What follows belongs to an exercise in optimizing a design on an open flow for small area and a short achievable clock period; a production flow would make more cautious choices. Function was checked by simulation only, so behaviour that the tests miss may differ from the original. No activity file was given, so power comes from the tool's default toggle rates.

==> flow/design.v (excerpt) <==
module conv_top (
    input  wire        clk,
    input  wire        rst,
    input  wire        pixel_valid,
    input  wire [7:0]  pixel_in,
    input  wire [71:0] kernel_in,
    output wire signed [15:0] conv_out,
    output wire        conv_valid
);
For scale: ~1900 cells after synthesis, ~100 I/O pins, ~24000 um2 of cells after synthesis.
clock: 11.0 ns
lec_check: 0
cap_margin: 20
core_margin: 2
core_utilization: 65
cts_cluster_diameter: 80
cts_cluster_size: 24
place_density: 0.72
slew_margin: 20
synth_hierarchical: 1
standard.sh (not shown) runs the stock make flow with config.mk's settings and CLKGATE_MAP_FILE= SYNTH_SCRIPT=/design/flow/synth_recipe.tcl, a recipe that flattens the netlist after the stock synthesis.
==> flow/flow/run.sh <==
#!/bin/bash
bash standard.sh BUFFER_PORTS_ARGS="-buffer_cell sky130_fd_sc_hd__buf_2" SETUP_SLACK_MARGIN=7.85 finish > standard.log 2>&1
The first run went through all stages and came out clean.
==> next run, changes <==
==> flow/flow/run.sh (replaced) <==
#!/bin/bash
bash standard.sh BUFFER_PORTS_ARGS="-buffer_cell sky130_fd_sc_hd__buf_2" SETUP_SLACK_MARGIN=7.75 finish > standard.log 2>&1
Settings changed: CORE_UTILIZATION 65 to 40, CTS_CLUSTER_DIAMETER 80 to not set, CTS_CLUSTER_SIZE 24 to not set, PLACE_DENSITY 0.72 to not set.
Effect: The changed run produced a clean layout. Total power increases by 9.5%. Clock skew fell by 0.0057 ns. Wire length is higher by about 9%.
==> next run, changes <==
Settings changed: CORE_UTILIZATION 40 to 65, PLACE_DENSITY set to 0.72.
After rerunning:
- via count grows by a few percent
- sequential cell count is unchanged
- setup slack hardly moves
- wire length falls by a little under a tenth
- power fell by a few percent

* * *

== before ==
conv_top, a different RTL version from the one above (not shown whole).
Size in the first run: about 410 flip-flops, ~23000 um^2 of cells after synthesis.
Design conv_top, start of the top module:
module conv_top (
    input  wire        clk,
    input  wire        rst,
    input  wire        pixel_valid,
    input  wire [7:0]  pixel_in,
    input  wire [71:0] kernel_in,
    output wire signed [15:0] conv_out,
    output wire        conv_valid
);
    reg        pv_q;
    reg [7:0]  pin_q;
    always @(posedge clk) begin
        pv_q  <= pixel_valid;
        pin_q <= pixel_in;
    end
    wire [143:0] taps;
    wire         window_valid;
    line_buffer u_line_buffer (
        .clk(clk),
        .rst(rst),
        .pixel_valid(pv_q),
        .pixel_in(pin_q),
        .window_valid(window_valid),
        .taps(taps)
    );
    wire [71:0] window = {taps[143:136], taps[135:128], taps[127:120],
                          taps[79:72],   taps[71:64],   taps[63:56],
                          taps[15:8],    taps[7:0],     pin_q};
    conv_core u_core (
        .clk(clk),
        .rst(rst),
        .window_valid(window_valid),
        .px(window),
        .kernel(kernel_in),
        .conv_out(conv_out),
        .conv_valid(conv_valid)
    );
endmodule
clock: 11.0 ns
lec_check: 0
cap_margin: 20
core_margin: 2
core_utilization: 65
cts_cluster_diameter: 80
cts_cluster_size: 24
place_density: 0.72
slew_margin: 20
synth_hierarchical: 1
==> flow/flow/run.sh <==
#!/bin/bash
# The standard layout (standard.sh), with these changes:
#  - port buffers are plain buffers: buf_2 on the outputs, and buf_1 on the
#    inputs (swapped in after global placement by flow/small_inbuf.tcl);
#  - clock tree: sink clusters of up to 27 sinks within 90 um, no dummy loads;
#  - the timing repair steps aim for 7.82 ns of setup slack.
# Each tool's output goes to the ORFS logs; make's own output to standard.log.
bash standard.sh \
  BUFFER_PORTS_ARGS="-buffer_cell sky130_fd_sc_hd__buf_2" \
  POST_GLOBAL_PLACE_TCL="$PWD/flow/small_inbuf.tcl" \
  CTS_ARGS="-sink_clustering_enable -repair_clock_nets -sink_clustering_size 27 -sink_clustering_max_diameter 90 -dont_use_dummy_load" \
  SETUP_SLACK_MARGIN=7.82 \
  finish > standard.log 2>&1
==> flow/flow/small_inbuf.tcl <==
# Input port buffers only drive a register or two: use buf_1 for them.
set db [ord::get_db]
set block [ord::get_db_block]
set m [$db findMaster sky130_fd_sc_hd__buf_1]
set n 0
foreach bt [$block getBTerms] {
  if {[$bt getIoType] ne "INPUT" || [$bt getName] eq "clk"} { continue }
  set net [$bt getNet]
  foreach it [$net getITerms] {
    set inst [$it getInst]
    if {[[$inst getMaster] getName] eq "sky130_fd_sc_hd__buf_2"} {
      $inst swapMaster $m
      incr n
    }
  }
}
puts "small_inbuf: $n input buffers set to buf_1"
Both conditions hold for before: the flow ran to the end and the final layout passed the timing, design-rule and antenna checks.
For after, these inputs were changed with respect to before:
# before
export LEC_CHECK = 0
export CAP_MARGIN = 20
export CORE_MARGIN = 2
export CORE_UTILIZATION = 65
export CTS_CLUSTER_DIAMETER = 80
export CTS_CLUSTER_SIZE = 24
export PLACE_DENSITY = 0.72
export SLEW_MARGIN = 20
export SYNTH_HIERARCHICAL = 1
create_clock -name core_clock -period 11.0 [get_ports {clk}]
# after
export LEC_CHECK = 0
export ABC_AREA = 1
export CAP_MARGIN = 20
export CORE_MARGIN = 2
export CORE_UTILIZATION = 65
export PLACE_DENSITY = 0.72
export SLEW_MARGIN = 20
export SYNTH_HIERARCHICAL = 1
create_clock -name core_clock -period 11.0 [get_ports {clk}]
--- a/flow/flow/run.sh
+++ b/flow/flow/run.sh
@@ -5,3 +5,3 @@
 #  - clock tree: sink clusters of up to 27 sinks within 90 um, no dummy loads;
-#  - the timing repair steps aim for 7.82 ns of setup slack.
+#  - the timing repair steps aim for 7.75 ns of setup slack.
 # Each tool's output goes to the ORFS logs; make's own output to standard.log.
@@ -11,3 +11,3 @@
   CTS_ARGS="-sink_clustering_enable -repair_clock_nets -sink_clustering_size 27 -sink_clustering_max_diameter 90 -dont_use_dummy_load" \
-  SETUP_SLACK_MARGIN=7.82 \
+  SETUP_SLACK_MARGIN=7.75 \
   finish > standard.log 2>&1
A capture point of the worst path of conv_out[0] is what before shows, while u_core.r917 belongs to after. On clock slew at the register clock pins of the worst setup and hold paths, after and before are basically level. Relative slew slack on after is ahead of before. Re synthesized net count: before was lower than after. [after] switching power rose about 1.1% relative to before. after vs. before: layout overhead on the synthesized area went up by 0.80 points. Highest metal layer with signal wires = met5: before; highest metal layer with signal wires = met4: after. On worst hold margin: after sits below before. Note that the final instance count without filler cells recorded for before amounts to 0.907 times the value seen in after. after: flow completed, timing, DRC and antenna clean.

* * *

conv_top again, from the RTL that the note above started with.
Design conv_top, start of the top module:
module conv_top (
    input  wire        clk,
    input  wire        rst,
    input  wire        pixel_valid,
    input  wire [7:0]  pixel_in,
    input  wire [71:0] kernel_in,
    output wire signed [15:0] conv_out,
    output wire        conv_valid
);
    reg        pv_q;
    reg [7:0]  pin_q;
    always @(posedge clk) begin
        pv_q  <= pixel_valid;
        pin_q <= pixel_in;
    end
    wire [143:0] taps;
    wire         window_valid;
    line_buffer u_line_buffer (
        .clk(clk),
        .rst(rst),
        .pixel_valid(pv_q),
        .pixel_in(pin_q),
        .window_valid(window_valid),
        .taps(taps)
    );
    wire [71:0] window = {taps[143:136], taps[135:128], taps[127:120],
                          taps[79:72],   taps[71:64],   taps[63:56],
                          taps[15:8],    taps[7:0],     pin_q};
    conv_core u_core (
        .clk(clk),
        .rst(rst),
        .window_valid(window_valid),
        .px(window),
        .kernel(kernel_in),
        .conv_out(conv_out),
        .conv_valid(conv_valid)
    );
endmodule
export LEC_CHECK = 0
export CAP_MARGIN = 20
export CORE_MARGIN = 2
export CORE_UTILIZATION = 75
export PLACE_DENSITY = 0.8
export SLEW_MARGIN = 20
export SYNTH_HIERARCHICAL = 1
create_clock -name core_clock -period 11.0 [get_ports {clk}]
==> flow/flow/run.sh <==
#!/bin/bash
# The standard layout (standard.sh), with these changes:
#  - port buffers are plain buffers: buf_2 on the outputs, and buf_1 on the
#    inputs (swapped in after global placement by flow/small_inbuf.tcl);
#  - clock tree: sink clusters of up to 27 sinks within 90 um, no dummy loads;
#  - the timing repair steps aim for 7.75 ns of setup slack.
# Each tool's output goes to the ORFS logs; make's own output to standard.log.
bash standard.sh \
  BUFFER_PORTS_ARGS="-buffer_cell sky130_fd_sc_hd__buf_2" \
  POST_GLOBAL_PLACE_TCL="$PWD/flow/small_inbuf.tcl" \
  CTS_ARGS="-sink_clustering_enable -repair_clock_nets -sink_clustering_size 27 -sink_clustering_max_diameter 90 -dont_use_dummy_load" \
  SETUP_SLACK_MARGIN=7.75 \
  finish > standard.log 2>&1
Scripts as last shown in full above: flow/flow/small_inbuf.tcl
The baseline finished clean.
Rerun with:
--- a/flow/flow/run.sh
+++ b/flow/flow/run.sh
@@ -4,5 +4,5 @@
 #    inputs (swapped in after global placement by flow/small_inbuf.tcl);
 #  - clock tree: sink clusters of up to 27 sinks within 90 um, no dummy loads;
-#  - the timing repair steps aim for 7.75 ns of setup slack.
+#  - the timing repair steps aim for 7.68 ns of setup slack.
 # Each tool's output goes to the ORFS logs; make's own output to standard.log.
 bash standard.sh \
@@ -10,4 +10,4 @@
   POST_GLOBAL_PLACE_TCL="$PWD/flow/small_inbuf.tcl" \
   CTS_ARGS="-sink_clustering_enable -repair_clock_nets -sink_clustering_size 27 -sink_clustering_max_diameter 90 -dont_use_dummy_load" \
-  SETUP_SLACK_MARGIN=7.75 \
+  SETUP_SLACK_MARGIN=7.68 \
   finish > standard.log 2>&1
Settings changed: CORE_UTILIZATION 75 to 65, CTS_CLUSTER_DIAMETER from default to 80, CTS_CLUSTER_SIZE from default to 24, PLACE_DENSITY 0.8 to 0.72.
The changed run ran to the end with no violations; total power is about the same; worst hold slack stays flat; die area increases by 15%; core utilization decreases by 11 points; clock power increases by about 2%; count of clock-buffer cells in the layout increases by 1; worst setup slack gets worse by 11 ps.
Rerun with:
--- a/flow/flow/run.sh
+++ b/flow/flow/run.sh
@@ -4,5 +4,5 @@
 #    inputs (swapped in after global placement by flow/small_inbuf.tcl);
 #  - clock tree: sink clusters of up to 27 sinks within 90 um, no dummy loads;
-#  - the timing repair steps aim for 7.68 ns of setup slack.
+#  - the timing repair steps aim for 7.75 ns of setup slack.
 # Each tool's output goes to the ORFS logs; make's own output to standard.log.
 bash standard.sh \
@@ -10,4 +10,4 @@
   POST_GLOBAL_PLACE_TCL="$PWD/flow/small_inbuf.tcl" \
   CTS_ARGS="-sink_clustering_enable -repair_clock_nets -sink_clustering_size 27 -sink_clustering_max_diameter 90 -dont_use_dummy_load" \
-  SETUP_SLACK_MARGIN=7.68 \
+  SETUP_SLACK_MARGIN=7.75 \
   finish > standard.log 2>&1
Design area barely changes.
Synthesized cell count does not change.
Routed wire length barely changes.
Total power hardly moves.
Clock-buffer cell count does not change.
Synthesized area does not change.
First-iteration DRC count decreases by 14%.
Via count barely changes.
Global-route usage stays flat.
Worst setup slack improved by 38 ps.
Utilization rose by 0.17 points.

-- port drivers added, routing unchanged --
The results above use ideal ports. As a check the final layouts listed here were re-extracted and re-timed, cells and wires unchanged.
Step 1 sets driving cells, clkbuf_16 on the clock port and buf_2 on the other inputs (assumed; they add their load-dependent delay and slew).
Step 2 adds t to the input delays and takes it off the output delays; t is the mean of the earliest and latest rising clock arrival at the registers after step 1. Input paths then give back, and output paths get back, about the clock's delay inside the block.
Three values: ideal, step 1, step 2; two values: the first two.
| run | t, ns | slack for setup (ns) | worst register clock-pin slew, ns | worst slew at a driven data input, ns |
|---|---|---|---|---|
| the first run of note 1 | 0.633 | 7.722 / 7.663 / 7.896 | 0.10 / 0.10 | 0.05 |
| the second run of note 1 | 0.629 | 7.742 / 7.683 / 7.869 | 0.07 / 0.07 | 0.05 |
| the third run of note 1 | 0.625 | 7.739 / 7.679 / 7.796 | 0.07 / 0.07 | 0.05 |
| before | 0.593 | 7.807 / 7.749 / 7.865 | 0.11 / 0.11 | 0.05 |
| after | 0.599 | 7.767 / 7.744 / 7.767 | 0.10 / 0.10 | 0.05 |
| the first run of note 3 | 0.595 | 7.773 / 7.754 / 7.773 | 0.11 / 0.11 | 0.04 |
| the second run of note 3 | 0.594 | 7.762 / 7.741 / 7.762 | 0.11 / 0.11 | 0.05 |
| the third run of note 3 | 0.593 | 7.800 / 7.741 / 7.808 | 0.11 / 0.11 | 0.05 |
After both steps setup and hold are still met in every run listed.
